This design comes from an exercise in tuning for small area on the open sky130 flow, not from production work. The RTL was checked by simulation tests, not by an equivalence proof against the original design. The flow treats the clock pin as an ideal source, which a real chip does not have. Power and IR drop assume default switching activity.

==> design/flow/design.v <==
module axi_gpio
(
    input  logic        ACLK,
    input  logic        ARESETn,
    input  logic  [8:2] AWADDR,
    input  logic        AWVALID,
    output logic        AWREADY,
    input  logic [31:0] WDATA,
    input  logic  [3:0] WSTRB,
    input  logic        WVALID,
    output logic        WREADY,
    output logic  [1:0] BRESP,
    output logic        BVALID,
    input  logic        BREADY,
    input  logic  [8:2] ARADDR,
    input  logic        ARVALID,
    output logic        ARREADY,
    output logic [31:0] RDATA,
    output logic  [1:0] RRESP,
    output logic        RVALID,
    input  logic        RREADY,
    output logic        ip2intc_irpt,
    input  logic [31:0] gpio_io_i,
    output logic [31:0] gpio_io_o,
    output logic [31:0] gpio_io_t,
    input  logic [31:0] gpio2_io_i,
    output logic [31:0] gpio2_io_o,
    output logic [31:0] gpio2_io_t
);
localparam [6:0] A_GPIO_IO    = 7'h00;  
localparam [6:0] A_GPIO_IO_T  = 7'h01;  
localparam [6:0] A_GPIO2_IO   = 7'h02;  
localparam [6:0] A_GPIO2_IO_T = 7'h03;  
localparam [6:0] A_GIER       = 7'h47;  
localparam [6:0] A_IER        = 7'h48;  
localparam [6:0] A_ISR        = 7'h4A;  
logic        rst;
logic        wready;
logic        write_strobe;
logic        read_strobe;
logic [31:0] gpio_io_i_reg;
logic [31:0] gpio2_io_i_reg;
logic  [1:0] in_changed;
logic        global_int_en;
logic  [1:0] ip_int_en;
logic  [1:0] ip_int_status;
logic        isr_toggle;
always_ff @(posedge ACLK)
    rst <= ~ARESETn;
assign BRESP = 2'b00;
assign RRESP = 2'b00;
assign write_strobe = AWVALID && WVALID && !BVALID;
assign read_strobe  = ARVALID && !RVALID;
logic ws_ok;
logic aw_low;
logic [3:0] w_sel;
assign ws_ok  = write_strobe && !rst;
assign aw_low = AWADDR[8:4] == 5'd0;
assign w_sel[0] = ws_ok && aw_low && AWADDR[3:2] == 2'd0;
assign w_sel[1] = ws_ok && aw_low && AWADDR[3:2] == 2'd1;
assign w_sel[2] = ws_ok && aw_low && AWADDR[3:2] == 2'd2;
assign w_sel[3] = ws_ok && aw_low && AWADDR[3:2] == 2'd3;
logic [3:0] ld_o1, ld_t1, ld_o2, ld_t2;
logic [3:0] hd_o1, hd_t1, hd_o2, hd_t2;
logic       ld_gier, hd_gier, ld_ier, hd_ier;
genvar k;
generate
for (k = 0; k < 4; k++) begin : g_ldhd
    gpio_ldhd u_o1(.sel(w_sel[0]), .strb(WSTRB[k]), .rst(rst), .ld(ld_o1[k]), .hd(hd_o1[k]));
    gpio_ldhd u_t1(.sel(w_sel[1]), .strb(WSTRB[k]), .rst(rst), .ld(ld_t1[k]), .hd(hd_t1[k]));
    gpio_ldhd u_o2(.sel(w_sel[2]), .strb(WSTRB[k]), .rst(rst), .ld(ld_o2[k]), .hd(hd_o2[k]));
    gpio_ldhd u_t2(.sel(w_sel[3]), .strb(WSTRB[k]), .rst(rst), .ld(ld_t2[k]), .hd(hd_t2[k]));
end
endgenerate
always_comb begin
    ld_gier = ws_ok && AWADDR == A_GIER && WSTRB[3];
    hd_gier = !(ld_gier || rst);
    ld_ier  = ws_ok && AWADDR == A_IER  && WSTRB[0];
    hd_ier  = !(ld_ier || rst);
end
genvar i;
generate
for (i = 0; i < 32; i++) begin : g_bit
    logic d_o1, d_t1, d_o2, d_t2;
    gpio_ao22 u_o1(.a1(ld_o1[i/8]), .a2(WDATA[i]), .b1(hd_o1[i/8]), .b2(gpio_io_o[i]),  .y(d_o1));
    gpio_ao22 u_t1(.a1(ld_t1[i/8]), .a2(WDATA[i]), .b1(hd_t1[i/8]), .b2(gpio_io_t[i]),  .y(d_t1));
    gpio_ao22 u_o2(.a1(ld_o2[i/8]), .a2(WDATA[i]), .b1(hd_o2[i/8]), .b2(gpio2_io_o[i]), .y(d_o2));
    gpio_ao22 u_t2(.a1(ld_t2[i/8]), .a2(WDATA[i]), .b1(hd_t2[i/8]), .b2(gpio2_io_t[i]), .y(d_t2));
    always_ff @(posedge ACLK) begin
        gpio_io_o[i]  <= d_o1;
        gpio_io_t[i]  <= d_t1;
        gpio2_io_o[i] <= d_o2;
        gpio2_io_t[i] <= d_t2;
    end
end
endgenerate
always_ff @(posedge ACLK) begin
    global_int_en <= (ld_gier & WDATA[31]) | (hd_gier & global_int_en);
    ip_int_en     <= ({2{ld_ier}} & WDATA[1:0]) | ({2{hd_ier}} & ip_int_en);
end
always_ff @(posedge ACLK) begin
    wready <= !rst && write_strobe;
    BVALID <= !rst && (write_strobe || (BVALID && !BREADY));
end
assign AWREADY = wready;
assign WREADY  = wready;
always_ff @(posedge ACLK) begin
    gpio_io_i_reg  <= gpio_io_i;
    gpio2_io_i_reg <= gpio2_io_i;
    in_changed    <= in_changed_d;
end
logic [1:0] in_changed_d;
assign in_changed_d[0] = rst ? (|gpio_io_i)  : (|(gpio_io_i  ^ gpio_io_i_reg));
assign in_changed_d[1] = rst ? (|gpio2_io_i) : (|(gpio2_io_i ^ gpio2_io_i_reg));
assign isr_toggle = write_strobe && AWADDR == A_ISR && WSTRB[0];
always_ff @(posedge ACLK) begin
    ip_int_status <= rst ? 2'b00 :
                     (in_changed | (ip_int_status ^ (WDATA[1:0] & {2{isr_toggle}})));
    ip2intc_irpt  <= !rst && |ip_int_status;
end
always_ff @(posedge ACLK) begin
    ARREADY <= !rst && read_strobe;
    RVALID  <= !rst && (read_strobe || (RVALID && !RREADY));
end
logic s_io1, s_t1, s_io2, s_t2, s_gier, s_ier, s_isr;
always_comb begin
    s_io1  = !RVALID && ARADDR == A_GPIO_IO;
    s_t1   = !RVALID && ARADDR == A_GPIO_IO_T;
    s_io2  = !RVALID && ARADDR == A_GPIO2_IO;
    s_t2   = !RVALID && ARADDR == A_GPIO2_IO_T;
    s_gier = !RVALID && ARADDR == A_GIER;
    s_ier  = !RVALID && ARADDR == A_IER;
    s_isr  = !RVALID && ARADDR == A_ISR;
end
logic [31:0] rd_mux;
generate
for (i = 0; i < 32; i++) begin : g_rd
    gpio_rd_bit u_rd(.hold(RVALID), .q(RDATA[i]),
                     .s0(s_io1), .d0(gpio_io_i_reg[i]),
                     .s1(s_t1),  .d1(gpio_io_t[i]),
                     .s2(s_io2), .d2(gpio2_io_i_reg[i]),
                     .s3(s_t2),  .d3(gpio2_io_t[i]),
                     .y(rd_mux[i]));
end
endgenerate
always_ff @(posedge ACLK) begin
    RDATA <= rd_mux
           | ({32{s_gier}} & {1'b0, global_int_en, 30'd0})
           | ({32{s_ier}}  & {30'd0, ip_int_en})
           | ({32{s_isr}}  & {30'd0, ip_int_status});
end
endmodule
module gpio_ao22 (input logic a1, a2, b1, b2, output logic y);
    assign y = (a1 & a2) | (b1 & b2);
endmodule
module gpio_rd_bit (input logic hold, q, s0, d0, s1, d1, s2, d2, s3, d3,
                    output logic y);
    assign y = (hold & q) | (s0 & d0) | (s1 & d1) | (s2 & d2) | (s3 & d3);
endmodule
module gpio_chg (input logic rst, input logic [31:0] i, r, output logic y);
    assign y = rst ? (|i) : (|(i ^ r));
endmodule
module gpio_ldhd (input logic sel, strb, rst, output logic ld, hd);
    assign ld = sel & strb;
    assign hd = ~(ld | rst);
endmodule
module axi_gpio_expanded
#(
    parameter C_ALL_INPUTS        = 0,
    parameter C_ALL_OUTPUTS       = 0,
    parameter C_GPIO_WIDTH        = 32,
    parameter C_DOUT_DEFAULT      = 32'h00000000,
    parameter C_TRI_DEFAULT       = 32'hFFFFFFFF,
    parameter C_IS_DUAL           = 1,
    parameter C_ALL_INPUTS_2      = 0,
    parameter C_ALL_OUTPUTS_2     = 0,
    parameter C_GPIO2_WIDTH       = 32,
    parameter C_DOUT_DEFAULT_2    = 32'h00000000,
    parameter C_TRI_DEFAULT_2     = 32'hFFFFFFFF,
    parameter C_INTERRUPT_PRESENT = 1
)
(
    input  logic              ACLK,
    input  logic              ARESETn,
    input  logic        [8:2] AWADDR,
    input  logic        [2:0] AWPROT,
    input  logic              AWVALID,
    output logic              AWREADY,
    input  logic       [31:0] WDATA,
    input  logic        [3:0] WSTRB,
    input  logic              WVALID,
    output logic              WREADY,
    output logic        [1:0] BRESP,
    output logic              BVALID,
    input  logic              BREADY,
    input  logic        [8:2] ARADDR,
    input  logic        [2:0] ARPROT,
    input  logic              ARVALID,
    output logic              ARREADY,
    output logic       [31:0] RDATA,
    output logic        [1:0] RRESP,
    output logic              RVALID,
    input  logic              RREADY,
    output logic ip2intc_irpt,
    input  logic  [C_GPIO_WIDTH-1:0] gpio_io_i,
    output logic  [C_GPIO_WIDTH-1:0] gpio_io_o,
    output logic  [C_GPIO_WIDTH-1:0] gpio_io_t,
    input  logic [C_GPIO2_WIDTH-1:0] gpio2_io_i,
    output logic [C_GPIO2_WIDTH-1:0] gpio2_io_o,
    output logic [C_GPIO2_WIDTH-1:0] gpio2_io_t
);
   axi_gpio gpio(
      .ACLK(ACLK), .ARESETn(ARESETn),
      .AWADDR(AWADDR), .AWVALID(AWVALID), .AWREADY(AWREADY),
      .WDATA(WDATA), .WSTRB(WSTRB), .WVALID(WVALID), .WREADY(WREADY),
      .BRESP(BRESP), .BVALID(BVALID), .BREADY(BREADY),
      .ARADDR(ARADDR), .ARVALID(ARVALID), .ARREADY(ARREADY),
      .RDATA(RDATA), .RRESP(RRESP), .RVALID(RVALID), .RREADY(RREADY),
      .ip2intc_irpt(ip2intc_irpt),
      .gpio_io_i(gpio_io_i), .gpio_io_o(gpio_io_o), .gpio_io_t(gpio_io_t),
      .gpio2_io_i(gpio2_io_i), .gpio2_io_o(gpio2_io_o), .gpio2_io_t(gpio2_io_t));
endmodule
==> design/flow/flow/run.sh <==
#!/bin/bash
# Own layout flow: the standard ORFS flow (standard.sh, unchanged synthesis),
# with two layout options changed:
#  - port buffers use the smallest buffer cell (buf_1) instead of the tool's pick;
#  - clock tree synthesis without dummy load cells.
# Each tool's full output stays in orfs/logs/; make's own output goes to flow_make.log.
set -euo pipefail
cd "$(dirname "$0")/.."
BPA="-buffer_cell sky130_fd_sc_hd__buf_1"
CTSA="-sink_clustering_enable -repair_clock_nets -dont_use_dummy_load"
if [[ -f flow/cts_args.txt ]]; then CTSA="$(cat flow/cts_args.txt)"; fi
export BUFFER_PORTS_ARGS="$BPA"
export CTS_ARGS="$CTSA"
bash standard.sh "BUFFER_PORTS_ARGS=$BPA" "CTS_ARGS=$CTSA" finish > flow_make.log 2>&1
==> design/flow/flow/cts_args.txt <==
-sink_clustering_enable -repair_clock_nets -dont_use_dummy_load -sink_clustering_size 30 -sink_clustering_max_diameter 200 -buf_list sky130_fd_sc_hd__clkbuf_16 -root_buf sky130_fd_sc_hd__clkbuf_8 -tree_buf sky130_fd_sc_hd__clkbuf_8
==> design/flow/standard.sh <==
#!/bin/bash
# synth_recipe.tcl (not shown) runs the flow's synth.tcl, then flattens the netlist and writes it again
# the make line also repeats each setting of config.mk as NAME=value (left out here)
make -C /OpenROAD-flow-scripts/flow DESIGN_CONFIG=/design/flow/config.mk WORK_HOME=/design/flow/orfs CLKGATE_MAP_FILE= SYNTH_SCRIPT=/design/flow/synth_recipe.tcl "${@:-finish}"
==> design/flow/config.mk <==
export PLATFORM = sky130hd
export DESIGN_NAME = axi_gpio_expanded
export DESIGN_NICKNAME = axi_gpio_expanded
export VERILOG_FILES = /design/flow/design.v
export SDC_FILE = /design/flow/constraint.sdc
export NUM_CORES = 4
export LEC_CHECK = 0
export CAP_MARGIN = 20
export CORE_MARGIN = 2
export CORE_UTILIZATION = 40
export SLEW_MARGIN = 20
export SYNTH_HIERARCHICAL = 1
==> design/flow/constraint.sdc <==
create_clock -name core_clock -period 5.0 [get_ports {ACLK}]
set_input_delay 1.0000 -clock core_clock [delete_from_list [all_inputs] [get_ports {ACLK}]]
set_output_delay 1.0000 -clock core_clock [all_outputs]
set_load 0.01 [all_outputs]
==> results.sh, run 1 <==
export IMPL_status="finished clean"
export IMPL_yosysSeqAreaShare_pct=59.34
export IMPL_finalMaxSlewViolations=0
export IMPL_yosysMostFrequentCell="dfxtp_1"
export IMPL_switching_share_pct=23.86
export IMPL_fmax_mhz=310.6
export IMPL_hold_viol_final=0
export IMPL_syn_to_final_growth_pct=21.24
export IMPL_setup_viol=0
export IMPL_vias=6830
export IMPL_drt_pass1_iterations=7
export IMPL_worst_pin_slew_ps=904.5
export IMPL_pre_cts_ws_ps=1241
export IMPL_ff_latch_area_um2=4745
export IMPL_yosysTopAreaCell="dfxtp_1"
export IMPL_met3_usage_pct=4.326
export IMPL_fillCellCount=1984
export IMPL_avgSynthCellArea_um2=11.86
export IMPL_dpl_hpwl_um=20350
export IMPL_htree_levels=1
export IMPL_yosys_register_bits=237
export IMPL_fin_ws_ps=1780
export IMPL_use_met1_pct=34.56
export IMPL_drive_above_1_share_pct=3.077
export IMPL_utilization_pct=49.64
export IMPL_path_class="in -> reg"
export IMPL_cts_tree="yes"
export IMPL_multi_input_area_um2=3232
export IMPL_vias_per_cell=5.504
export IMPL_hold_path_class="reg -> reg"
export IMPL_std_cell_rows=51
export IMPL_die_w_um=145.4
export IMPL_gr_usage_met2_pct=37.39
export IMPL_antenna_found_initial=0
export IMPL_fin_skew_ps=24.61
export IMPL_pwr_share_clk_pct=30.0
export IMPL_gp_congestion=0.8255
export IMPL_rsz0062_at_grt="false"
export IMPL_holdBufCountCts=0
export IMPL_clockBufferDepth=3
export IMPL_grt_pass1_vias=6363
export IMPL_synth_edff_count=0
export IMPL_antenna_left=0
export IMPL_seqPwrFrac_pct=63.6
export IMPL_crit_fanout=8
export IMPL_internal_power_uw=2332
export IMPL_synth_flop_cell="dfxtp_1"
export IMPL_ir_drop_v=0.0002583
export IMPL_yosys_top_cells_count="dfxtp_1 (237), a22o_1 (128), xor2_1 (56), nand2_1 (39)"
export IMPL_fin_crit_sh_pct=64.40
export IMPL_gr_total_overflow=0
export IMPL_setup_tns_ps=0
export IMPL_yosys_warnings=7
export IMPL_combPwrFrac_pct=6.4
export IMPL_drt_iter0_drc=552
export IMPL_synth_top_area_share_pct=59.34
export IMPL_yosys_top_cells_area="dfxtp_1 (59%), a22o_1 (14%), xor2_1 (6.1%)"
export IMPL_endpoint_kind="flip-flop"
export IMPL_wirelength_um=26520
export IMPL_fin_nets=1104
export IMPL_p_switching_uw=731.0
export IMPL_cts_buffers=11
export IMPL_yosysUniqueCellTypes=36
export IMPL_cp_start_kind="primary input"
export IMPL_syn_inst=674
export IMPL_io_buffer_count=286
export IMPL_cts_root_buf="clkbuf_8"
export IMPL_cts_sinks=237
export IMPL_clock_latency_ps=520
export IMPL_core_area_um2=19530
export IMPL_p_per_area_nw_per_um2=316.0
export IMPL_finalPower_uw=3063
export IMPL_pin_count=297
export IMPL_post_cts_buffers=0
export IMPL_fin_crit_ps=3220
export IMPL_grt_total_usage_pct=23.68
export IMPL_drc=0
export IMPL_p_leak_uw=0.003647
export IMPL_stdcell_count=1241
export IMPL_maxCapViolations=0
export IMPL_path_clk_slew_ps=120
export IMPL_post_cts_resized=0
export IMPL_initial_utilization_pct=40.95
export IMPL_die_h_um=145.4
export IMPL_syn_area_um2=7995
export IMPL_grt_start_max_net_pins=37
export IMPL_grt_pass1_wl_um=39140
export IMPL_slew_headroom_pct=39.37
export IMPL_wl_per_cell_um=21.37
export IMPL_dp_cells=1229
export IMPL_die_area_um2=21140
export IMPL_required_ps=5410
export IMPL_grt_busiest_layer="met2"
export IMPL_synthArstFlopShare_pct=0
export IMPL_worst_ep_arrival_time_ps=3630
[final cells by class]
cell class              count  share of cell area, %
flip-flops and latches    237                  48.95
repair buffers            294                  11.69
inverters                   2                0.07745
well taps                 265                  3.421
diodes                      1                0.02582
clock buffers              11                  2.491
multi-input cells         431                  33.34
[power groups by stage]
stage / clock network (uW) / registers [uW] / logic [uW]
finish: 918 / 1950 / 196
global route: 999 / 1950 / 213
CTS: 940 / 1950 / 195
detailed placement: 0 / 1990 / 193
global placement: 0 / 1990 / 192
floorplan: 0 / 1990 / 73.7
[worst max-delay path, stage by stage]
cell	delay (ps)
buf_1	130
nand3b_4	90
or2_4	240
or3_1	330
or3_4	370
nor3b_2	740
a21oi_1	410
a22o_1	300
[per-module statistics from Yosys, one instance, submodules excluded, a selection]
module       cells inside  cell area [um2]
gpio_ldhd               2            11.26
axi_gpio              418             6013
gpio_rd_bit             3            21.27
gpio_ao22               1            8.758
[stage by stage]
step,cell area (um2),hold WS [ps]
6_report,9693,474.7
5_1_grt,9691,496.0
4_1_cts,9691,482.5
3_5_place_dp,9449,453.3
3_3_place_gp,9449,450.2
2_1_floorplan,8006,413.0
[placed cells by master, fill, tap and decap left out, types with 2 or more instances in the layout]
cell | synthesis | routed
buf_4 | 5 | 8
nand2_1 | 39 | 39
dfxtp_1 | 237 | 237
or3_1 | 3 | 3
nor3b_2 | 1 | 3
nor3_2 | 0 | 2
nand2b_1 | 3 | 3
o21bai_1 | 2 | 2
buf_1 | 0 | 286
clkbuf_16 | 0 | 8
a22oi_1 | 32 | 32
xnor2_1 | 8 | 8
inv_1 | 2 | 2
o21ai_0 | 2 | 2
conb_1 | 1 | 4
a22o_1 | 128 | 128
nor2_1 | 15 | 14
a21oi_1 | 20 | 20
nand4_1 | 9 | 9
clkbuf_8 | 0 | 3
nor3_1 | 11 | 9
and2_1 | 16 | 16
xor2_1 | 56 | 56
nor4_1 | 25 | 25
a21o_1 | 2 | 2
mux2i_1 | 2 | 2
nor4b_1 | 3 | 3
a222oi_1 | 32 | 32
nand3_1 | 5 | 5
nor3b_1 | 4 | 2
[layer usage]
metal / vias up / routed length [um] / share of wire (%)
met5: - / 0 / 0
met4: 0 / 320 / 1.2
met3: 16 / 1877 / 7.1
met2: 271 / 11840 / 45
met1: 3320 / 12490 / 47
li1: 3223 / - / -
[worst paths after layout]
check / from / endpoint / slack, ps / cells after the start
worst max register to register: gpio.rst$_DFF_P_ / gpio.gpio_io_t[26]$_DFF_P_ / 1880 / 7
worst max-delay path: AWVALID / gpio.gpio_io_t[26]$_DFF_P_ / 1780 / 8
worst min register to register: gpio.BVALID$_DFF_P_ / gpio.BVALID$_DFF_P_ / 470 / 2
worst min-delay path: gpio.BVALID$_DFF_P_ / gpio.BVALID$_DFF_P_ / 470 / 2
[cells by family after synthesis]
kind of cell | count (synthesis) | synth area share (%)
AOI/OAI and AO/OA | 220 | 23.00
xor gates and xnor gates | 64 | 7.011
buffers and inverters | 9 | 0.6574
DFF | 237 | 59.34
muxes | 3 | 0.3912
other | 1 | 0.04690
and+or+nand+nor | 140 | 9.546
==> run 2, diff against run 1 <==
==> design/flow/flow/cts_args.txt (replaced) <==
-sink_clustering_enable -repair_clock_nets -dont_use_dummy_load -sink_clustering_size 30 -sink_clustering_max_diameter 200 -buf_list sky130_fd_sc_hd__clkbuf_16 -root_buf sky130_fd_sc_hd__clkbuf_4 -tree_buf sky130_fd_sc_hd__clkbuf_4
--- a/design/flow/config.mk
+++ b/design/flow/config.mk
@@ -8,5 +8,5 @@
 export CAP_MARGIN = 20
 export CORE_MARGIN = 2
-export CORE_UTILIZATION = 40
+export CORE_UTILIZATION = 55
 export SLEW_MARGIN = 20
 export SYNTH_HIERARCHICAL = 1
==> run 2 against run 1 <==
Critical endpoint is now gpio.gpio2_io_o[22]$_DFF_P_. Maximum frequency grew 1.5%. Via count grew 3.3%. Synthesized cell count is the same. Highest routed layer unchanged.
==> results.sh, run 2 <==
export IMPL_m1WireLength_um=10650
export IMPL_clock_latency_ps=580
export IMPL_yosysTopAreaCell="dfxtp_1"
export IMPL_drive_above_1_share_pct=2.974
export IMPL_ir_drop_v=0.0002480
export IMPL_cts_sinks=237
export IMPL_worst_pin_slew_ps=973.2
export IMPL_diodes=0
export IMPL_required_ps=5480
export IMPL_synth_flop_cell="dfxtp_1"
export IMPL_syn_inst=674
export IMPL_drc=0
export IMPL_worst_ep_arrival_time_ps=3650
export IMPL_yosys_top_cells_count="dfxtp_1 (237), a22o_1 (128), xor2_1 (56), nand2_1 (39)"
export IMPL_yosysUniqueCellTypes=36
export IMPL_gr_total_overflow=0
export IMPL_hold_viol_final=0
export IMPL_cts_tree="yes"
export IMPL_vias_per_cell=6.089
export IMPL_grt_pass1_vias=6741
export IMPL_met2_length_um=11210
export IMPL_fin_nets=1104
export IMPL_dpl_hpwl_um=18910
export IMPL_cp_start_kind="primary input"
export IMPL_synthArstFlopShare_pct=0
export IMPL_synth_edff_count=0
export IMPL_initial_utilization_pct=55.64
export IMPL_synth_top_area_share_pct=59.34
export IMPL_core_area_um2=14370
export IMPL_path_clk_slew_ps=110
export IMPL_multi_input_area_um2=3239
export IMPL_p_leak_uw=0.003646
export IMPL_grt_total_usage_pct=30.12
export IMPL_crit_fanout=8
export IMPL_post_cts_resized=0
export IMPL_synth_xor_area_share_pct=7.011
export IMPL_wl_per_cell_um=21.31
export IMPL_hold_path_class="reg -> reg"
export IMPL_wl_met3_um=2207
export IMPL_mostFrequentLayoutCell="buf_1"
export IMPL_cts_root_buf="clkbuf_4"
export IMPL_synthMuxAreaShare_pct=0.3912
export IMPL_yosys_register_bits=237
export IMPL_holdBufCountCts=0
export IMPL_yosys_area_share_simple_pct=9.546
export IMPL_status="finished clean"
export IMPL_fin_ws_ps=1829
export IMPL_rsz0062_at_grt="false"
export IMPL_std_cell_rows=44
export IMPL_syn_area_um2=7995
export IMPL_yosys_warnings=7
export IMPL_grt_start_max_net_pins=38
export IMPL_io_buffer_count=286
export IMPL_clockBufferDepth=3
export IMPL_fin_crit_ps=3171
export IMPL_die_w_um=124.6
export IMPL_maxCapViolations=0
export IMPL_top_layer_used="met4"
export IMPL_antenna_left=0
export IMPL_grt_pass1_wl_um=37640
export IMPL_finalMaxSlewViolations=0
export IMPL_fillCellCount=1203
export IMPL_drt_iter0_drc=738
export IMPL_pre_cts_ws_ps=1270
export IMPL_setup_tns_ps=0
export IMPL_cts_buffers=11
export IMPL_drt_pass1_iterations=7
export IMPL_die_h_um=124.6
export IMPL_wirelength_um=24700
export IMPL_p_per_area_nw_per_um2=314.4
export IMPL_final_cell_mix="buf_1 (286), dfxtp_1 (237), a22o_1 (128)"
export IMPL_endpoint_kind="flip-flop"
export IMPL_fmax_mhz=315.3
export IMPL_fin_area_um2=9578
export IMPL_fin_skew_ps=23.28
export IMPL_setup_viol=0
export IMPL_avgSynthCellArea_um2=11.86
export IMPL_yosysMostFrequentCell="dfxtp_1"
export IMPL_path_class="in -> reg"
export IMPL_htree_levels=1
export IMPL_syn_to_final_growth_pct=19.80
export IMPL_antenna_found_initial=0
export IMPL_vias=7057
export IMPL_die_area_um2=15520
export IMPL_yosys_top_cells_area="dfxtp_1 (59%), a22o_1 (14%), xor2_1 (6.1%)"
export IMPL_fin_crit_sh_pct=63.43
export IMPL_synth_compound_area_share_pct=23.00
export IMPL_yosysSeqAreaShare_pct=59.34
export IMPL_ff_latch_area_um2=4745
export IMPL_slew_headroom_pct=34.88
export IMPL_place_area_um2=9343
export IMPL_post_cts_buffers=0
export IMPL_pin_count=297
export IMPL_synth_fa_ha_area_share_pct=0
export IMPL_synth_top_family_by_area="compound AO/OA/AOI/OAI gates"
export IMPL_gp_congestion=0.8909
run 2: cell counts after synthesis:
No cell type changed its count.
run 2: worst paths after layout:
kind                               from                          end  slack (ps)  depth (start not counted)
min          gpio.gpio_io_o[27]$_DFF_P_   gpio.gpio_io_o[27]$_DFF_P_         480                          1
min reg2reg  gpio.gpio_io_o[27]$_DFF_P_   gpio.gpio_io_o[27]$_DFF_P_         480                          1
max reg2reg         gpio.BVALID$_DFF_P_  gpio.gpio2_io_o[22]$_DFF_P_        1970                          7
max                             AWVALID  gpio.gpio2_io_o[22]$_DFF_P_        1830                          8
run 2: layout make-up:
cell class / instances / share of cell area [%]
inverter: 2 / 0.07838
multi-input combinational: 431 / 33.82
timing repair buffer: 294 / 11.84
tap: 184 / 2.404
clock buffer: 11 / 2.325
sequential: 237 / 49.54
run 2: critical path, stage by stage:
cell and delay [ps]:
buf_1 130, nand3b_4 90, or2_4 250, or3_1 330, or3_4 360, nor2_1 760, a21oi_1 420, a22o_1 310
run 2: kinds of logic (layout without fill, tap and decap cells):
logic type      Yosys count  after routing
flops                   237            237
compound gates          220            220
other cells               1              4
xor+xnor                 64             64
mux                       3              3
buf+inv                   9            307
simple gates            140            140
run 2: modules after synthesis, one instance, submodules excluded, a selection:
| module | times used | cells | flops+latches | area [um2] |
|---|---|---|---|---|
| gpio_rd_bit | 32 | 3 | 0 | 21.27 |
| gpio_ao22 | 128 | 1 | 0 | 8.758 |
| gpio_ldhd | 16 | 2 | 0 | 11.26 |
| axi_gpio | 1 | 418 | 237 | 6013 |
run 2: report_power, final:
part / switching (uW) / internal, uW / total (uW)
clock: 551 / 317 / 869
sequential: 26.8 / 1920 / 1950
combinational: 131 / 63.6 / 194
total: 709 / 2300 / 3010
run 2: stage by stage:
stage	std cells	power [uW]	hold slack (ps)	utilization [%]
floorplan	677	2064	413.0	-
global placement	1147	2173	451.7	64.97
detailed placement	1148	2179	452.0	65.02
CTS	1159	3014	482.8	66.57
global route	1159	3104	494.2	66.66
finish	1159	3011	479.5	66.66
run 2: layer usage:
layer,GRT usage [%],vias to the layer above
met5,0,-
met4,7.799,0
met3,5.455,41
met2,48.44,370
met1,42.21,3411
li1,-,3235
==> run 3, diff against run 2 <==
--- a/design/flow/config.mk
+++ b/design/flow/config.mk
@@ -8,5 +8,6 @@
 export CAP_MARGIN = 20
 export CORE_MARGIN = 2
-export CORE_UTILIZATION = 55
+export CORE_UTILIZATION = 40
+export PLACE_DENSITY = 0.85
 export SLEW_MARGIN = 20
 export SYNTH_HIERARCHICAL = 1
==> run 3 against run 2 <==
Hold slack lost 3.7 ps. Clock skew grew 22 ps. Combinational power is essentially flat. Synthesized area is the same. Maximum frequency is essentially flat. First-iteration DRC count shrank 22%. Critical path type unchanged. Largest cell class unchanged. Highest routed layer unchanged.
==> results.sh, run 3 <==
export IMPL_reg2reg_depth=7
export IMPL_p_leak_uw=0.003661
export IMPL_clockBufferDepth=3
export IMPL_fmax_mhz=315.3
export IMPL_antenna_found_initial=1
export IMPL_worst_pin_slew_ps=879.6
export IMPL_htree_levels=1
export IMPL_required_ps=5480
export IMPL_core_area_um2=19530
export IMPL_path_clk_slew_ps=120
export IMPL_cts_buffers=11
export IMPL_die_w_um=145.4
export IMPL_fin_nets=1108
export IMPL_drt_iter0_drc=577
export IMPL_post_cts_resized=0
export IMPL_yosysMostFrequentCell="dfxtp_1"
export IMPL_p_per_area_nw_per_um2=311.9
export IMPL_slew_headroom_pct=41.10
export IMPL_grt_pass1_wl_um=40840
export IMPL_holdBufCountCts=0
export IMPL_synth_edff_count=0
export IMPL_grt_pass1_vias=6909
export IMPL_cp_start_kind="primary input"
export IMPL_maxCapViolations=0
export IMPL_pwr_share_clk_pct=29.0
export IMPL_yosysSeqAreaShare_pct=59.34
export IMPL_vias=7032
export IMPL_fin_crit_ps=3172
export IMPL_ir_drop_v=0.0002326
export IMPL_yosysTopAreaCell="dfxtp_1"
export IMPL_path_cells="buf_1, nand3b_4, or2_4, or3_1, or3_4, nor3b_2, a21oi_1, a22o_1"
export IMPL_rsz0062_at_grt="false"
export IMPL_status="finished clean"
export IMPL_initial_utilization_pct=40.95
export IMPL_grt_total_usage_pct=24.60
export IMPL_hold_path_startpoint="gpio.in_changed[1]$_DFF_P_"
export IMPL_synth_flop_cell="dfxtp_1"
export IMPL_synth_top_area_share_pct=59.34
export IMPL_syn_area_um2=7995
export IMPL_fin_area_um2=9704
export IMPL_yosys_warnings=7
export IMPL_seqPwrFrac_pct=64.5
export IMPL_synthArstFlopShare_pct=0
export IMPL_clock_latency_ps=620
export IMPL_io_buffer_count=286
export IMPL_wl_per_cell_um=22.00
export IMPL_cp_slowest_cell="nor3b_2"
export IMPL_mostFrequentLayoutCell="buf_1"
export IMPL_vias_per_cell=5.648
export IMPL_die_area_um2=21140
export IMPL_drc=0
export IMPL_drt_pass1_iterations=5
export IMPL_fin_skew_ps=44.82
export IMPL_switching_share_pct=23.92
export IMPL_p_switching_uw=723.9
export IMPL_die_h_um=145.4
export IMPL_wirelength_um=27390
export IMPL_yosys_top_cells_count="dfxtp_1 (237), a22o_1 (128), xor2_1 (56), nand2_1 (39)"
export IMPL_cts_root_buf="clkbuf_4"
export IMPL_syn_inst=674
export IMPL_hold_viol_final=0
export IMPL_worstReg2RegStart="gpio.BVALID$_DFF_P_"
export IMPL_pin_count=297
export IMPL_grt_start_max_net_pins=37
export IMPL_min_to="gpio.ip_int_status[1]$_SDFF_PP0_"
export IMPL_crit_fanout=8
export IMPL_min_path_cells=2
export IMPL_yosysUniqueCellTypes=36
export IMPL_yosys_register_bits=237
export IMPL_post_cts_buffers=0
export IMPL_worst_ep_arrival_time_ps=3650
export IMPL_endpoint_kind="flip-flop"
export IMPL_drive_above_1_share_pct=3.473
export IMPL_cts_sinks=237
export IMPL_dpl_hpwl_um=21450
export IMPL_syn_to_final_growth_pct=21.38
export IMPL_r2r_setup_slack_ps=1930
export IMPL_r2r_end="gpio.gpio_io_t[13]$_DFF_P_"
export IMPL_yosys_top_cells_area="dfxtp_1 (59%), a22o_1 (14%), xor2_1 (6.1%)"
export IMPL_place_area_um2=9479
export IMPL_finalPower_uw=3026
export IMPL_cts_tree="yes"
export IMPL_hold_path_class="reg -> reg"
export IMPL_gr_total_overflow=0
export IMPL_combPwrFrac_pct=6.5
export IMPL_internal_power_uw=2303
export IMPL_fin_ws_ps=1828
export IMPL_setup_tns_ps=0
export IMPL_antenna_left=0
export IMPL_finalMaxSlewViolations=0
export IMPL_setup_viol=0
export IMPL_final_cell_mix="buf_1 (286), dfxtp_1 (237), a22o_1 (128)"
export IMPL_fin_crit_sh_pct=63.43
export IMPL_avgSynthCellArea_um2=11.86
export IMPL_std_cell_rows=51
export IMPL_crit_path_max_incr_delay_ps=730
export IMPL_path_class="in -> reg"
export IMPL_gp_congestion=0.8864
export IMPL_hold_ws_ps=475.9
export IMPL_pre_cts_ws_ps=1255
## run 3: cell types whose count changed in the layout (fill, tap and decap cells not counted)
cell	previous run	this run
nor3_4	1	0
nor3b_4	1	0
buf_4	8	12
nor3_2	0	2
nor3_1	10	9
diode_2	0	1
nor3b_2	2	3
## run 3: kinds of logic after synthesis
logic type / count (synthesis) / share of synthesized area, %
flip-flops: 237 / 59.34
AO/OA/AOI/OAI: 220 / 23.00
AND/OR/NAND/NOR: 140 / 9.546
XOR/XNOR: 64 / 7.011
buffers and inverters: 9 / 0.6574
multiplexers: 3 / 0.3912
other: 1 / 0.04690
## run 3: area by class of cell
type                       count  area (um2)
antenna                        1       2.502
clock buffer                  11       222.7
fill                        1808        9822
inverter                       2       7.507
multi-input combinational    431        3232
sequential                   237        4745
tap                          265       331.6
timing repair buffer         298        1164
## run 3: worst max path at each step
stage	from	slack [ps]	endpoint	depth (start not counted)
6_report	AWVALID	1830	gpio.gpio_io_t[13]$_DFF_P_	8
5_1_grt	AWVALID	1800	gpio.gpio_io_t[13]$_DFF_P_	8
4_1_cts	AWVALID	1870	gpio.gpio_io_t[13]$_DFF_P_	8
3_5_place_dp	AWVALID	1250	gpio.gpio_io_t[15]$_DFF_P_	8
3_3_place_gp	AWVALID	1310	gpio.gpio_io_t[11]$_DFF_P_	8
2_1_floorplan	ARADDR[7]	1200	gpio.RDATA[0]$_DFF_P_	6
## run 3: metal layers
metal	global-route usage [%]	wire [um]	vias to the layer above
li1	-	-	3245
met1	32.26	11460	3387
met2	42.30	13190	359
met3	4.232	2085	41
met4	6.225	647	0
met5	0	0	-
## run 3: critical path: cells and delay by family
family,cells,cell delay [ps]
and+or+nand+nor,5,1760
buffers and inverters,1,130
AOI/OAI and AO/OA,2,750
## run 3: Yosys stat by module, one instance, submodules excluded, excerpt
module,cells inside,times used
gpio_ldhd,2,16
gpio_ao22,1,128
gpio_rd_bit,3,32
axi_gpio,418,1
## run 3: power by group through the flow
stage               sequential (uW)  combinational (uW)  clock (uW)
finish                         1950                 195         879
global route                   1960                 211         970
CTS                            1950                 194         894
detailed placement             1990                 193           0
global placement               1990                 190           0
floorplan                      1990                73.7           0
## run 3: through the flow
step                util, %  cells
floorplan                 -    677
global placement      48.55   1233
detailed placement    48.55   1233
CTS                   49.69   1244
global route          49.70   1245
finish                49.70   1245
==> run 4, diff against run 3 <==
--- a/design/flow/config.mk
+++ b/design/flow/config.mk
@@ -9,5 +9,4 @@
 export CORE_MARGIN = 2
 export CORE_UTILIZATION = 40
-export PLACE_DENSITY = 0.85
 export SLEW_MARGIN = 20
 export SYNTH_HIERARCHICAL = 1
==> run 4 against run 3 <==
Critical path depth stayed put. Die area stayed put. Sequential share of layout area is 0.15 points higher. Clock skew is 19 ps lower. Critical endpoint is now gpio.gpio_io_t[10]$_DFF_P_. Maximum frequency is 0.97% higher. Combinational power hardly changed. Non-clock buffer count is 4 lower. Synthesized area stayed put. Clock power is 0.8% higher.
==> results.sh, run 4 <==
export IMPL_path_clk_slew_ps=120
export IMPL_die_area_um2=21140
export IMPL_grt_total_usage_pct=23.64
export IMPL_grt_pass1_wl_um=39130
export IMPL_yosysUniqueCellTypes=36
export IMPL_gp_congestion=0.8255
export IMPL_die_w_um=145.4
export IMPL_hold_path_class="reg -> reg"
export IMPL_critPathLaunch="AWVALID"
export IMPL_synth_flop_cell="dfxtp_1"
export IMPL_r2r_setup_slack_ps=1880
export IMPL_required_ps=5490
export IMPL_gr_total_overflow=0
export IMPL_cts_root_buf="clkbuf_4"
export IMPL_holdBufCountCts=0
export IMPL_rsz0062_at_grt="false"
export IMPL_syn_inst=674
export IMPL_avgSynthCellArea_um2=11.86
export IMPL_clockBufferDepth=3
export IMPL_slew_headroom_pct=38.47
export IMPL_io_buffer_count=286
export IMPL_cts_tree="yes"
export IMPL_clock_latency_ps=600
export IMPL_vias=6869
export IMPL_p_per_area_nw_per_um2=313.4
export IMPL_antenna_left=0
export IMPL_synthArstFlopShare_pct=0
export IMPL_crit_fanout=8
export IMPL_worst_ep_arrival_time_ps=3630
export IMPL_ir_drop_v=0.0002577
export IMPL_cts_buffers=11
export IMPL_grt_pass1_vias=6363
export IMPL_yosys_warnings=7
export IMPL_status="finished clean"
export IMPL_wl_per_cell_um=21.38
export IMPL_synth_top_area_share_pct=59.34
export IMPL_dpl_hpwl_um=20350
export IMPL_drt_pass1_iterations=8
export IMPL_fin_crit_ps=3141
export IMPL_fin_ws_ps=1859
export IMPL_finalMaxSlewViolations=0
export IMPL_endpoint_kind="flip-flop"
export IMPL_cts_sinks=237
export IMPL_worst_pin_slew_ps=918.0
export IMPL_fin_skew_ps=25.95
export IMPL_antenna_found_initial=0
export IMPL_fmax_mhz=318.3
export IMPL_utilization_pct=49.55
export IMPL_cp_start_kind="primary input"
export IMPL_hold_viol_final=0
export IMPL_maxCapViolations=0
export IMPL_initial_utilization_pct=40.95
export IMPL_fin_nets=1104
export IMPL_pre_cts_ws_ps=1241
export IMPL_grt_start_max_net_pins=37
export IMPL_p_leak_uw=0.003640
export IMPL_post_cts_buffers=0
export IMPL_final_cell_mix="buf_1 (286), dfxtp_1 (237), a22o_1 (128)"
export IMPL_core_area_um2=19530
export IMPL_post_cts_resized=0
export IMPL_vias_per_cell=5.535
export IMPL_drt_iter0_drc=502
export IMPL_yosys_top_cells_area="dfxtp_1 (59%), a22o_1 (14%), xor2_1 (6.1%)"
export IMPL_die_h_um=145.4
export IMPL_hold_path_startpoint="gpio.BVALID$_DFF_P_"
export IMPL_yosys_top_cells_count="dfxtp_1 (237), a22o_1 (128), xor2_1 (56), nand2_1 (39)"
export IMPL_setup_viol=0
export IMPL_syn_area_um2=7995
export IMPL_fin_crit_sh_pct=62.83
export IMPL_fillCellCount=1986
export IMPL_mostFrequentLayoutCell="buf_1"
export IMPL_worstReg2RegStart="gpio.rst$_DFF_P_"
export IMPL_syn_to_final_growth_pct=21.00
export IMPL_std_cell_rows=51
export IMPL_pin_count=297
export IMPL_path_class="in -> reg"
export IMPL_drc=0
export IMPL_yosysMostFrequentCell="dfxtp_1"
export IMPL_yosysTopAreaCell="dfxtp_1"
export IMPL_synth_edff_count=0
export IMPL_setup_tns_ps=0
export IMPL_drive_above_1_share_pct=3.077
export IMPL_yosys_register_bits=237
export IMPL_yosysSeqAreaShare_pct=59.34
export IMPL_htree_levels=1
export IMPL_wirelength_um=26540
-- run 4: modules after synthesis, one instance, submodules excluded, excerpt --
| module | cells inside | times used | cell area, um2 | flops+latches |
|---|---|---|---|---|
| gpio_ao22 | 1 | 128 | 8.758 | 0 |
| axi_gpio | 418 | 1 | 6013 | 237 |
| gpio_rd_bit | 3 | 32 | 21.27 | 0 |
| gpio_ldhd | 2 | 16 | 11.26 | 0 |
-- run 4: report_power, final --
group / switching, uW / leakage, uW / total, uW / internal (uW)
clock network: 568 / 0.000112 / 886 / 318
registers: 28.0 / 0.00194 / 1950 / 1920
logic: 132 / 0.00159 / 196 / 63.4
total: 729 / 0.00364 / 3030 / 2300
-- run 4: worst paths after layout --
| check | end | cells past startpoint |
|---|---|---|
| min reg2reg | gpio.BVALID$_DFF_P_ | 2 |
| max reg2reg | gpio.gpio_io_t[10]$_DFF_P_ | 7 |
| min | gpio.BVALID$_DFF_P_ | 2 |
| max | gpio.gpio_io_t[10]$_DFF_P_ | 8 |
-- run 4: cells by family (layout without fill, tap and decap cells) --
| logic type | after synthesis | in the layout | share of synthesized area [%] |
|---|---|---|---|
| AOI/OAI and AO/OA | 220 | 220 | 23.00 |
| xor gates and xnor gates | 64 | 64 | 7.011 |
| buffers and inverters | 9 | 307 | 0.6574 |
| DFF | 237 | 237 | 59.34 |
| muxes | 3 | 3 | 0.3912 |
| other | 1 | 5 | 0.04690 |
| and+or+nand+nor | 140 | 140 | 9.546 |
-- run 4: cell type report --
type / count / area, um2 / area share [%]
flip-flops and latches: 237 / 4745 / 49.04
multi-input cells: 431 / 3232 / 33.41
repair buffers: 294 / 1134 / 11.72
inverters: 2 / 7.507 / 0.07760
well taps: 265 / 331.6 / 3.427
clock buffers: 11 / 222.7 / 2.302
diodes: 1 / 2.502 / 0.02587
-- run 4: worst max-delay path: stages --
cell	delay (ps)
buf_1	130
nand3b_4	90
or2_4	240
or3_1	330
or3_4	370
nor3b_2	740
a21oi_1	410
a22o_1	290
-- run 4: stage by stage --
step	hold slack [ps]	total power (uW)	cells	instance area [um2]
floorplan	413.0	2064	677	8006
global placement	450.2	2185	1229	9449
detailed placement	453.3	2186	1229	9449
CTS	482.6	3052	1240	9672
global route	496.2	3134	1240	9672
finish	474.7	3032	1241	9674
-- run 4: layer usage --
metal,up-vias,track usage (%),part of all wire (%)
met5,-,0,0
met4,0,3.480,0.98
met3,14,4.326,7.8
met2,299,37.39,45
met1,3332,34.56,47
li1,3224,-,-
==> run 5, diff against run 4 <==
--- a/design/flow/design.v
+++ b/design/flow/design.v
@@ -64,11 +64,14 @@
 logic [3:0] hd_o1, hd_t1, hd_o2, hd_t2;
 logic       ld_gier, hd_gier, ld_ier, hd_ier;
+logic [3:0] w_sel_n, wstrb_n;
+assign w_sel_n = ~w_sel;
+assign wstrb_n = ~WSTRB;
 genvar k;
 generate
 for (k = 0; k < 4; k++) begin : g_ldhd
-    gpio_ldhd u_o1(.sel(w_sel[0]), .strb(WSTRB[k]), .rst(rst), .ld(ld_o1[k]), .hd(hd_o1[k]));
-    gpio_ldhd u_t1(.sel(w_sel[1]), .strb(WSTRB[k]), .rst(rst), .ld(ld_t1[k]), .hd(hd_t1[k]));
-    gpio_ldhd u_o2(.sel(w_sel[2]), .strb(WSTRB[k]), .rst(rst), .ld(ld_o2[k]), .hd(hd_o2[k]));
-    gpio_ldhd u_t2(.sel(w_sel[3]), .strb(WSTRB[k]), .rst(rst), .ld(ld_t2[k]), .hd(hd_t2[k]));
+    gpio_ldhd u_o1(.sel_n(w_sel_n[0]), .strb_n(wstrb_n[k]), .rst(rst), .ld(ld_o1[k]), .hd(hd_o1[k]));
+    gpio_ldhd u_t1(.sel_n(w_sel_n[1]), .strb_n(wstrb_n[k]), .rst(rst), .ld(ld_t1[k]), .hd(hd_t1[k]));
+    gpio_ldhd u_o2(.sel_n(w_sel_n[2]), .strb_n(wstrb_n[k]), .rst(rst), .ld(ld_o2[k]), .hd(hd_o2[k]));
+    gpio_ldhd u_t2(.sel_n(w_sel_n[3]), .strb_n(wstrb_n[k]), .rst(rst), .ld(ld_t2[k]), .hd(hd_t2[k]));
 end
 endgenerate
@@ -158,10 +161,10 @@
     assign y = (hold & q) | (s0 & d0) | (s1 & d1) | (s2 & d2) | (s3 & d3);
 endmodule
-module gpio_chg (input logic rst, input logic [31:0] i, r, output logic y);
-    assign y = rst ? (|i) : (|(i ^ r));
-endmodule
-module gpio_ldhd (input logic sel, strb, rst, output logic ld, hd);
-    assign ld = sel & strb;
-    assign hd = ~(ld | rst);
+module gpio_ldhd (input logic sel_n, strb_n, rst, output logic ld, hd);
+    gpio_nor2 u_ld(.a(sel_n), .b(strb_n), .y(ld));
+    gpio_nor2 u_hd(.a(ld),    .b(rst),    .y(hd));
+endmodule
+module gpio_nor2 (input logic a, b, output logic y);
+    assign y = ~(a | b);
 endmodule
 module axi_gpio_expanded
==> run 5 against run 4 <==
Still clean on timing, DRC and antenna. Register-to-register slack improved by 30 ps. Combinational power about the same. First-iteration DRC count decreased by 3.8%. Non-clock buffer count increased by 3. Via count decreased by 1.8%. Maximum frequency decreased by 2.6%. Clock skew decreased by 7.6 ps. Global-route usage increased by 0.21 points. Synthesized area decreased by 0.52%. Wire length decreased by 1.3%. Utilization increased by 0.053 points. Clock power about the same.
==> results.sh, run 5 <==
export IMPL_status="finished clean"
export IMPL_yosysSeqAreaShare_pct=59.65
export IMPL_die_h_um=145.0
export IMPL_final_cell_mix="buf_1 (286), dfxtp_1 (237), a22o_1 (128)"
export IMPL_hold_viol_final=0
export IMPL_hold_path_startpoint="gpio.BVALID$_DFF_P_"
export IMPL_yosysUniqueCellTypes=38
export IMPL_m1WireLength_um=11890
export IMPL_reg2reg_depth=8
export IMPL_worst_ep_arrival_time_ps=3710
export IMPL_path_class="in -> reg"
export IMPL_fin_skew_ps=18.34
export IMPL_core_area_um2=19460
export IMPL_synth_top_area_share_pct=59.65
export IMPL_clockBufferDepth=3
export IMPL_setup_viol=0
export IMPL_endpoint_kind="flip-flop"
export IMPL_maxCapViolations=0
export IMPL_grt_total_usage_pct=23.84
export IMPL_ir_drop_v=0.0001800
export IMPL_vias_per_cell=5.403
export IMPL_die_w_um=145.0
export IMPL_fin_nets=1111
export IMPL_r2r_end="gpio.gpio2_io_t[11]$_DFF_P_"
export IMPL_path_clk_slew_ps=120
export IMPL_antenna_found_initial=3
export IMPL_seqPwrFrac_pct=64.4
export IMPL_combPwrFrac_pct=6.4
export IMPL_cts_buffers=11
export IMPL_gp_congestion=0.8323
export IMPL_r2r_setup_slack_ps=1910
export IMPL_cp_top_family="simple AND/OR/NAND/NOR gates"
export IMPL_pre_cts_ws_ps=1224
export IMPL_p_per_area_nw_per_um2=313.8
export IMPL_setup_tns_ps=0
export IMPL_yosysTopAreaCell="dfxtp_1"
export IMPL_post_cts_resized=0
export IMPL_drc=0
export IMPL_synth_compound_area_share_pct=22.09
export IMPL_syn_inst=678
export IMPL_dpl_hpwl_um=20170
export IMPL_vias=6748
export IMPL_cp_start_kind="primary input"
export IMPL_utilization_pct=49.60
export IMPL_path_buf_inv=1
export IMPL_internal_power_uw=2302
export IMPL_initial_utilization_pct=40.87
export IMPL_min_to="gpio.BVALID$_DFF_P_"
export IMPL_yosysMostFrequentCell="dfxtp_1"
export IMPL_pwr_share_clk_pct=29.3
export IMPL_antenna_left=0
export IMPL_met2_length_um=12200
export IMPL_min_path_cells=2
export IMPL_synth_top_family_by_area="compound AO/OA/AOI/OAI gates"
export IMPL_gr_total_overflow=0
export IMPL_slew_headroom_pct=47.87
export IMPL_fin_crit_ps=3224
export IMPL_holdBufCountCts=0
export IMPL_synth_fa_ha_area_share_pct=0
export IMPL_place_area_um2=9425
export IMPL_fillCellCount=1875
export IMPL_syn_to_final_growth_pct=21.36
export IMPL_fin_area_um2=9653
export IMPL_cp_slowest_cell="nor2_1"
export IMPL_rsz0062_at_grt="false"
export IMPL_clock_latency_ps=590
export IMPL_wirelength_um=26190
export IMPL_synth_xor_area_share_pct=7.047
export IMPL_synth_edff_count=0
export IMPL_fmax_mhz=310.2
export IMPL_worstReg2RegStart="gpio.BVALID$_DFF_P_"
export IMPL_yosys_top_cells_area="dfxtp_1 (60%), a22o_1 (14%), xor2_1 (6.2%)"
export IMPL_fin_ws_ps=1776
export IMPL_yosys_area_share_simple_pct=9.879
export IMPL_wl_met3_um=1686
export IMPL_cts_sinks=237
export IMPL_grt_pass1_wl_um=39640
export IMPL_worst_pin_slew_ps=781.1
export IMPL_synthArstFlopShare_pct=0
export IMPL_fin_crit_sh_pct=64.48
export IMPL_wl_per_cell_um=20.97
export IMPL_crit_path_max_incr_delay_ps=670
export IMPL_grt_pass1_vias=6609
export IMPL_syn_area_um2=7954
export IMPL_mostFrequentLayoutCell="buf_1"
export IMPL_yosys_register_bits=237
export IMPL_switching_share_pct=23.99
export IMPL_post_cts_buffers=0
export IMPL_io_buffer_count=286
export IMPL_drt_pass1_iterations=5
export IMPL_synthMuxAreaShare_pct=0.3933
export IMPL_drive_above_1_share_pct=3.259
export IMPL_pin_count=297
export IMPL_p_leak_uw=0.003659
export IMPL_avgSynthCellArea_um2=11.73
export IMPL_top_layer_used="met4"
export IMPL_yosys_top_cells_count="dfxtp_1 (237), a22o_1 (128), xor2_1 (56), nor2_1 (45), nand2_1 (39)"
export IMPL_cts_tree="yes"
export IMPL_drt_iter0_drc=483
export IMPL_grt_start_max_net_pins=37
export IMPL_cpMostUsedCell="nor2_1"
export IMPL_std_cell_rows=51
export IMPL_crit_fanout=9
export IMPL_required_ps=5480
export IMPL_htree_levels=1
export IMPL_finalMaxSlewViolations=0
export IMPL_die_area_um2=21030
export IMPL_cts_root_buf="clkbuf_4"
export IMPL_synth_flop_cell="dfxtp_1"
export IMPL_hold_path_class="reg -> reg"
export IMPL_path_cells="buf_1, nand3b_4, or2_4, or3_4, nor3_1, nand3_1, nor2_1, nor2_1, a22o_1"
export IMPL_p_switching_uw=726.7
export IMPL_yosys_warnings=7
## run 5: cell count changes in the layout (fill, tap and decap cells not counted), sizes merged, moves of 2 or more
cell,delta
a21oi,-16
and2,-16
buf,+3
inv,+5
nor2,+30
nor3,-2
nor3b,-2
or4,+3
## run 5: layout make-up
| class | count | area (um2) | share of cell area, % |
|---|---|---|---|
| Inverter | 7 | 26.28 | 0.2722 |
| Multi-Input combinational cell | 430 | 3167 | 32.81 |
| Clock buffer | 11 | 222.7 | 2.307 |
| Sequential cell | 237 | 4745 | 49.15 |
| Timing Repair Buffer | 297 | 1156 | 11.98 |
| Tap cell | 265 | 331.6 | 3.435 |
| Antenna cell | 2 | 5.005 | 0.05185 |
## run 5: worst min-delay path, cell delays in order, from the launching register on
cell	delay (ps)
dfxtp_1	340
nand2_1	60
nand2_1	40
## run 5: per-layer routing
| metal | global-route usage, % | vias up |
|---|---|---|
| met2 | 39.88 | 261 |
| met4 | 4.455 | 0 |
| met1 | 32.64 | 3239 |
| li1 | - | 3228 |
| met5 | 0 | - |
| met3 | 4.245 | 20 |
## run 5: cell families (layout without fill, tap and decap cells)
logic type / after synthesis / in the layout
AOI/OAI and AO/OA: 204 / 204
xor gates and xnor gates: 64 / 64
buffers and inverters: 14 / 315
DFF: 237 / 237
muxes: 3 / 3
other: 1 / 6
and+or+nand+nor: 155 / 155
## run 5: power groups by stage
stage                     Combinational [uW]  Clock, uW  Sequential, uW
after global routing                     212        973            1950
after global placement                   192          0            1990
after CTS                                194        914            1950
final                                    193        886            1950
after detailed placement                 192          0            1990
after floorplan                         74.9          0            1990
## run 5: how the worst max path moves through the flow
stage                          from                     endpoint  slack, ps  depth (start not counted)
after detailed placement    AWVALID   gpio.gpio2_io_t[8]$_DFF_P_       1220                          9
final                       AWVALID  gpio.gpio2_io_t[11]$_DFF_P_       1780                          9
after global placement      AWVALID  gpio.gpio2_io_t[26]$_DFF_P_       1250                          9
after floorplan           ARADDR[7]       gpio.RDATA[30]$_DFF_P_        740                          7
after CTS                   AWVALID   gpio.gpio2_io_t[8]$_DFF_P_       1860                          9
after global routing         WVALID  gpio.gpio2_io_t[31]$_DFF_P_       1570                          9
## run 5: per-module statistics from Yosys, one instance, submodules excluded, a selection
| module | copies in the design | cell area, um2 | flip-flops and latches | cells inside |
|---|---|---|---|---|
| axi_gpio | 1 | 6032 | 237 | 422 |
| gpio_rd_bit | 32 | 21.27 | 0 | 3 |
| gpio_ao22 | 128 | 8.758 | 0 | 1 |
| gpio_nor2 | 32 | 3.754 | 0 | 1 |
## run 5: per-stage QoR
step                hold WS, ps  power, uW  std cells
detailed placement        451.5       2185       1236
CTS                       469.5       3058       1247
finish                    465.8       3029       1249
global route              495.1       3139       1249
floorplan                 413.0       2066        681
global placement          450.5       2184       1236
==> run 6, diff against run 5 <==
==> design/flow/flow/run.sh (replaced) <==
#!/bin/bash
# Own layout flow: the standard ORFS flow (standard.sh, unchanged synthesis),
# with these layout options changed:
#  - port buffers use the smallest buffer cell (buf_1) instead of the tool's pick;
#  - clock tree synthesis arguments from flow/cts_args.txt (no dummy load cells);
#  - extra ORFS make variables, one per line, from flow/extra_vars.txt (if present).
# Each tool's full output stays in orfs/logs/; make's own output goes to flow_make.log.
set -euo pipefail
cd "$(dirname "$0")/.."
BPA="-buffer_cell sky130_fd_sc_hd__buf_1"
CTSA="-sink_clustering_enable -repair_clock_nets -dont_use_dummy_load"
if [[ -f flow/cts_args.txt ]]; then CTSA="$(cat flow/cts_args.txt)"; fi
EXTRA=()
if [[ -f flow/extra_vars.txt ]]; then
  while IFS= read -r line; do
    [[ -n "$line" ]] && EXTRA+=("$line") && export "$line"
  done < flow/extra_vars.txt
fi
export BUFFER_PORTS_ARGS="$BPA"
export CTS_ARGS="$CTSA"
bash standard.sh "BUFFER_PORTS_ARGS=$BPA" "CTS_ARGS=$CTSA" ${EXTRA[@]+"${EXTRA[@]}"} finish > flow_make.log 2>&1
==> design/flow/flow/extra_vars.txt (new file) <==
RECOVER_POWER=100
==> run 6 against run 5 <==
The layout now fails its checks (capacitance limit, slew limit). Utilization is 0.23 points lower. Die area stayed put. Hold slack worse by 5.5 ps. Wire length hardly changed. Sequential share of layout area is 0.23 points higher. Global-route usage stayed put. Clock power is 0.7% higher. Via count is 0.53% higher.
==> results.sh, run 6 <==
export IMPL_drt_pass1_iterations=6
export IMPL_status="failed layout checks"
export IMPL_fmax_mhz=266.7
export IMPL_gp_congestion=0.8323
export IMPL_yosys_top_cells_count="dfxtp_1 (237), a22o_1 (128), xor2_1 (56), nor2_1 (45), nand2_1 (39)"
export IMPL_setup_viol=0
export IMPL_gr_total_overflow=0
export IMPL_drt_iter0_drc=460
export IMPL_yosys_top_cells_area="dfxtp_1 (60%), a22o_1 (14%), xor2_1 (6.2%)"
export IMPL_htree_levels=1
export IMPL_post_cts_buffers=0
export IMPL_crit_path_max_incr_delay_ps=960
export IMPL_syn_inst=678
export IMPL_fin_crit_sh_pct=74.98
export IMPL_ir_drop_v=0.0001793
export IMPL_yosysUniqueCellTypes=38
export IMPL_maxCapViolations=2
export IMPL_fin_skew_ps=17.55
export IMPL_combPwrFrac_pct=6.3
export IMPL_clock_latency_ps=590
export IMPL_yosys_register_bits=237
export IMPL_die_w_um=145.0
export IMPL_fin_nets=1111
export IMPL_pin_count=297
export IMPL_yosys_warnings=7
export IMPL_endpoint_kind="flip-flop"
export IMPL_grt_pass1_wl_um=39640
export IMPL_antenna_found_initial=3
export IMPL_initial_utilization_pct=40.87
export IMPL_switching_share_pct=24.13
export IMPL_path_clk_slew_ps=120
export IMPL_place_area_um2=9425
export IMPL_yosysMostFrequentCell="dfxtp_1"
export IMPL_syn_area_um2=7954
export IMPL_synth_flop_cell="dfxtp_1"
export IMPL_p_leak_uw=0.003619
export IMPL_cts_tree="yes"
export IMPL_rsz0062_at_grt="false"
export IMPL_mostFrequentLayoutCell="buf_1"
export IMPL_grt_pass1_vias=6609
export IMPL_die_h_um=145.0
export IMPL_path_buf_inv=3
export IMPL_cp_slowest_cell="nor2_1"
export IMPL_grt_start_max_net_pins=37
export IMPL_antenna_left=0
export IMPL_finalMaxSlewViolations=67
export IMPL_wl_per_cell_um=20.97
export IMPL_worst_ep_arrival_time_ps=4260
export IMPL_synth_top_area_share_pct=59.65
export IMPL_post_cts_resized=0
export IMPL_cts_sinks=237
export IMPL_syn_to_final_growth_pct=20.80
export IMPL_grt_total_usage_pct=23.84
export IMPL_fin_crit_ps=3749
export IMPL_path_class="in -> reg"
export IMPL_p_switching_uw=731.8
export IMPL_crit_fanout=20
export IMPL_synth_edff_count=0
export IMPL_cts_root_buf="clkbuf_4"
export IMPL_pwr_share_clk_pct=29.4
export IMPL_hold_viol_final=0
export IMPL_die_area_um2=21030
export IMPL_hold_path_class="reg -> reg"
export IMPL_violatedChecks="capacitance limit, slew limit"
export IMPL_slew_headroom_pct=-26.53
export IMPL_synthArstFlopShare_pct=0
export IMPL_dpl_hpwl_um=20170
export IMPL_finalPower_uw=3033
export IMPL_io_buffer_count=286
export IMPL_worst_pin_slew_ps=1898
export IMPL_wirelength_um=26190
export IMPL_cp_start_kind="primary input"
export IMPL_vias_per_cell=5.432
export IMPL_std_cell_rows=51
export IMPL_avgSynthCellArea_um2=11.73
export IMPL_internal_power_uw=2301
export IMPL_fin_area_um2=9608
export IMPL_setup_tns_ps=0
export IMPL_yosysSeqAreaShare_pct=59.65
export IMPL_cts_buffers=11
export IMPL_yosysTopAreaCell="dfxtp_1"
export IMPL_cp_top_family="simple AND/OR/NAND/NOR gates"
export IMPL_seqPwrFrac_pct=64.3
export IMPL_vias=6784
export IMPL_required_ps=5510
export IMPL_drc=0
export IMPL_path_cells="buf_1, or3_1, or4_1, nor2_1, clkbuf_1, a222oi_1, nand2_1, inv_1, o31ai_1"
export IMPL_p_per_area_nw_per_um2=315.7
export IMPL_drive_above_1_share_pct=2.240
export IMPL_final_cell_mix="buf_1 (286), dfxtp_1 (237), a22o_1 (128)"
export IMPL_core_area_um2=19460
export IMPL_holdBufCountCts=0
export IMPL_clockBufferDepth=3
==> run 6: final cells by class <==
type                       instances  area, um2
antenna                            2      5.005
inverter                           7      26.28
clock buffer                      11      222.7
sequential                       237       4745
tap                              265      331.6
multi-input combinational        430       3144
fill                            1886       9854
timing repair buffer             297       1134
==> run 6: routing by layer <==
layer	track usage, %	wire length (um)	vias to the layer above
li1	-	-	3235
met1	32.64	11660	3247
met2	39.88	12190	282
met3	4.245	1916	20
met4	4.455	423	0
met5	0	0	-
==> run 6: kinds of logic (layout without fill, tap and decap cells) <==
kind of cell | Yosys count | in the layout | synth area share [%]
DFF | 237 | 237 | 59.65
AOI/OAI and AO/OA | 204 | 204 | 22.09
and+or+nand+nor | 155 | 155 | 9.879
xor gates and xnor gates | 64 | 64 | 7.047
buffers and inverters | 14 | 315 | 0.8968
muxes | 3 | 3 | 0.3933
other | 1 | 6 | 0.04715
==> run 6: tightest hold or removal path: stages, from the launching register on <==
cell and delay (ps):
dfxtp_1 330, nand2_1 50, nand2_1 40
==> run 6: per-stage QoR <==
| stage | cells | hold WS, ps | util, % | setup WS [ps] |
|---|---|---|---|---|
| 4_1_cts | 1247 | 469.5 | 49.57 | 1863 |
| 3_3_place_gp | 1236 | 450.5 | 48.43 | 1251 |
| 2_1_floorplan | 681 | 413.0 | - | 740.1 |
| 5_1_grt | 1249 | 495.1 | 49.37 | 1081 |
| 6_report | 1249 | 460.3 | 49.37 | 1251 |
| 3_5_place_dp | 1236 | 451.5 | 48.43 | 1224 |
==> run 6: worst paths after layout <==
check                                          from                endpoint  slack (ps)  cells after the start
worst max-delay path                      ARADDR[7]  gpio.RDATA[30]$_DFF_P_        1250                      9
worst min-delay path            gpio.BVALID$_DFF_P_     gpio.BVALID$_DFF_P_         460                      2
worst min register to register  gpio.BVALID$_DFF_P_     gpio.BVALID$_DFF_P_         460                      2
worst max register to register  gpio.RVALID$_DFF_P_  gpio.RDATA[30]$_DFF_P_        1450                      8
==> run 6: modules after synthesis (local to each module, per instance), excerpt <==
| module | cells inside | cell area [um2] | flip-flops and latches | copies in the design |
|---|---|---|---|---|
| gpio_ao22 | 1 | 8.758 | 0 | 128 |
| gpio_nor2 | 1 | 3.754 | 0 | 32 |
| gpio_rd_bit | 3 | 21.27 | 0 | 32 |
| axi_gpio | 422 | 6032 | 237 | 1 |
==> run 6: power groups by stage <==
stage                     clock [uW]  combinational (uW)  sequential, uW
final                            892                 192            1950
after global routing             973                 210            1950
after CTS                        914                 194            1950
after detailed placement           0                 192            1990
after global placement             0                 192            1990
after floorplan                    0                74.9            1990
==> run 7, diff against run 6 <==
--- a/design/flow/flow/run.sh
+++ b/design/flow/flow/run.sh
@@ -19,3 +19,4 @@
 export BUFFER_PORTS_ARGS="$BPA"
 export CTS_ARGS="$CTSA"
+if [[ -f flow/post_cts.tcl ]]; then EXTRA+=("POST_CTS_TCL=$PWD/flow/post_cts.tcl"); export POST_CTS_TCL="$PWD/flow/post_cts.tcl"; fi
 bash standard.sh "BUFFER_PORTS_ARGS=$BPA" "CTS_ARGS=$CTSA" ${EXTRA[@]+"${EXTRA[@]}"} finish > flow_make.log 2>&1
==> design/flow/flow/extra_vars.txt (replaced) <==
==> design/flow/flow/post_cts.tcl (new file) <==
# After clock tree synthesis: downsize cells that have timing slack to spare,
# then repair any slew/capacitance limits that broke, and legalize again.
estimate_parasitics -placement
repair_timing -recover_power 100 -setup_margin 0.5
repair_design -slew_margin 20 -cap_margin 20
detailed_placement
check_placement -verbose
==> run 7 against run 6 <==
Largest cell class unchanged. Power about the same. Final cell count up 0.16%. Sequential share of layout area down 0.19 points. Clock power is 0.6% lower. Sequential power hardly changed. Synthesized area is the same. Highest routed layer unchanged. Global-route usage rose by 0.061 points. Via count is 0.46% higher. Critical endpoint is now gpio.gpio2_io_o[26]$_DFF_P_. First-iteration DRC count decreased by 2.0%. Count of clock-buffer cells in the layout is the same. The run now finishes clean. Hold slack about the same.
==> results.sh, run 7 <==
export IMPL_gr_total_overflow=0
export IMPL_yosys_warnings=7
export IMPL_yosys_top_cells_count="dfxtp_1 (237), a22o_1 (128), xor2_1 (56), nor2_1 (45), nand2_1 (39)"
export IMPL_grt_start_max_net_pins=33
export IMPL_yosysUniqueCellTypes=38
export IMPL_final_cell_mix="buf_1 (286), dfxtp_1 (237), a22o_1 (128)"
export IMPL_io_buffer_count=286
export IMPL_status="finished clean"
export IMPL_setup_tns_ps=0
export IMPL_fin_crit_ps=3258
export IMPL_syn_inst=678
export IMPL_vias_per_cell=5.448
export IMPL_antenna_left=0
export IMPL_grt_pass1_wl_um=39690
export IMPL_antenna_found_initial=3
export IMPL_cp_top_family="simple AND/OR/NAND/NOR gates"
export IMPL_cp_start_kind="primary input"
export IMPL_gp_congestion=0.8323
export IMPL_fin_crit_sh_pct=65.17
export IMPL_std_cell_rows=51
export IMPL_hold_ws_ps=460.0
export IMPL_setup_viol=0
export IMPL_yosys_register_bits=237
export IMPL_hold_viol_final=0
export IMPL_die_h_um=145.0
export IMPL_synth_top_area_share_pct=59.65
export IMPL_maxCapViolations=0
export IMPL_p_leak_uw=0.003643
export IMPL_place_area_um2=9425
export IMPL_synth_edff_count=0
export IMPL_die_area_um2=21030
export IMPL_path_class="in -> reg"
export IMPL_wirelength_um=26280
export IMPL_endpoint_kind="flip-flop"
export IMPL_grt_total_usage_pct=23.90
export IMPL_crit_path_max_incr_delay_ps=720
export IMPL_dp_cells=1236
export IMPL_fin_area_um2=9646
export IMPL_avgSynthCellArea_um2=11.73
export IMPL_slew_headroom_pct=25.47
export IMPL_ir_drop_v=0.0001799
export IMPL_clock_latency_ps=590
export IMPL_r2r_setup_slack_ps=1800
export IMPL_wl_per_cell_um=21.01
export IMPL_drt_pass1_iterations=5
export IMPL_crit_fanout=9
export IMPL_drive_above_1_share_pct=2.642
export IMPL_cts_sinks=237
export IMPL_worst_pin_slew_ps=1118
-- run 7: cell count changes in the layout (fill, tap and decap cells not counted), sizes merged --
cell | previous run | this run
buf | 291 | 293
-- run 7: kinds of logic (layout without fill, tap and decap cells) --
family          count (synthesis)  after routing  synth area share [%]
flops                         237            237                 59.65
compound gates                204            204                 22.09
simple gates                  155            155                 9.879
xor+xnor                       64             64                 7.047
buf+inv                        14            317                0.8968
mux                             3              3                0.3933
other cells                     1              6               0.04715
-- run 7: power by group --
part	leakage [uW]	internal [uW]	total, uW	switching [uW]
Combinational	0.00159	65.3	195	130
Clock	0.000112	317	887	570
Sequential	0.00194	1920	1950	27.9
Total	0.00364	2300	3030	728
-- run 7: area by class of cell --
| cell class | instances | area (um2) |
|---|---|---|
| Fill cell | 1880 | 9817 |
| Sequential cell | 237 | 4745 |
| Multi-Input combinational cell | 430 | 3144 |
| Timing Repair Buffer | 299 | 1171 |
| Tap cell | 265 | 331.6 |
| Clock buffer | 11 | 222.7 |
| Inverter | 7 | 26.28 |
| Antenna cell | 2 | 5.005 |
-- run 7: final timing paths --
kind	from	depth (start not counted)	end
worst max-delay path	AWVALID	8	gpio.gpio2_io_o[26]$_DFF_P_
worst min-delay path	gpio.BVALID$_DFF_P_	2	gpio.BVALID$_DFF_P_
worst max register to register	gpio.BVALID$_DFF_P_	7	gpio.gpio2_io_o[26]$_DFF_P_
worst min register to register	gpio.BVALID$_DFF_P_	2	gpio.BVALID$_DFF_P_
-- run 7: layer usage --
layer | part of all wire, % | track usage (%) | wire (um)
met5 | 0 | 0 | 0
met1 | 45 | 32.98 | 11870
met3 | 6.7 | 4.119 | 1755
met4 | 1.5 | 4.554 | 395
met2 | 47 | 39.74 | 12250
-- run 7: per-module statistics from Yosys, one instance, submodules excluded, a selection --
| module | times used | flops+latches | cells inside | cell area, um2 |
|---|---|---|---|---|
| axi_gpio | 1 | 237 | 422 | 6032 |
| gpio_ao22 | 128 | 0 | 1 | 8.758 |
| gpio_nor2 | 32 | 0 | 1 | 3.754 |
| gpio_rd_bit | 32 | 0 | 3 | 21.27 |
-- run 7: through the flow --
stage	worst slack (ps)	total power (uW)	utilization (%)
after global placement	1251	2184	48.43
final	1742	3032	49.56
after floorplan	740.1	2066	-
after global routing	1529	3141	49.56
after detailed placement	1224	2185	48.43
-- run 7: worst reg2reg max path, cell delays in order (launching register included) --
cell and delay, ps:
dfxtp_1 330, nand3b_2 210, or2_0 240, or3_1 370, or4_1 720, nor2_1 620
nor2_1 310, a22o_1 290

Setup slack of run 7, layout unchanged: 1.742 ns with ideal ports, 1.761 ns with driving cells assumed (clock clkbuf_16, inputs buf_2), 1.139 ns with port delays also shifted by the 0.622 ns mid clock arrival.
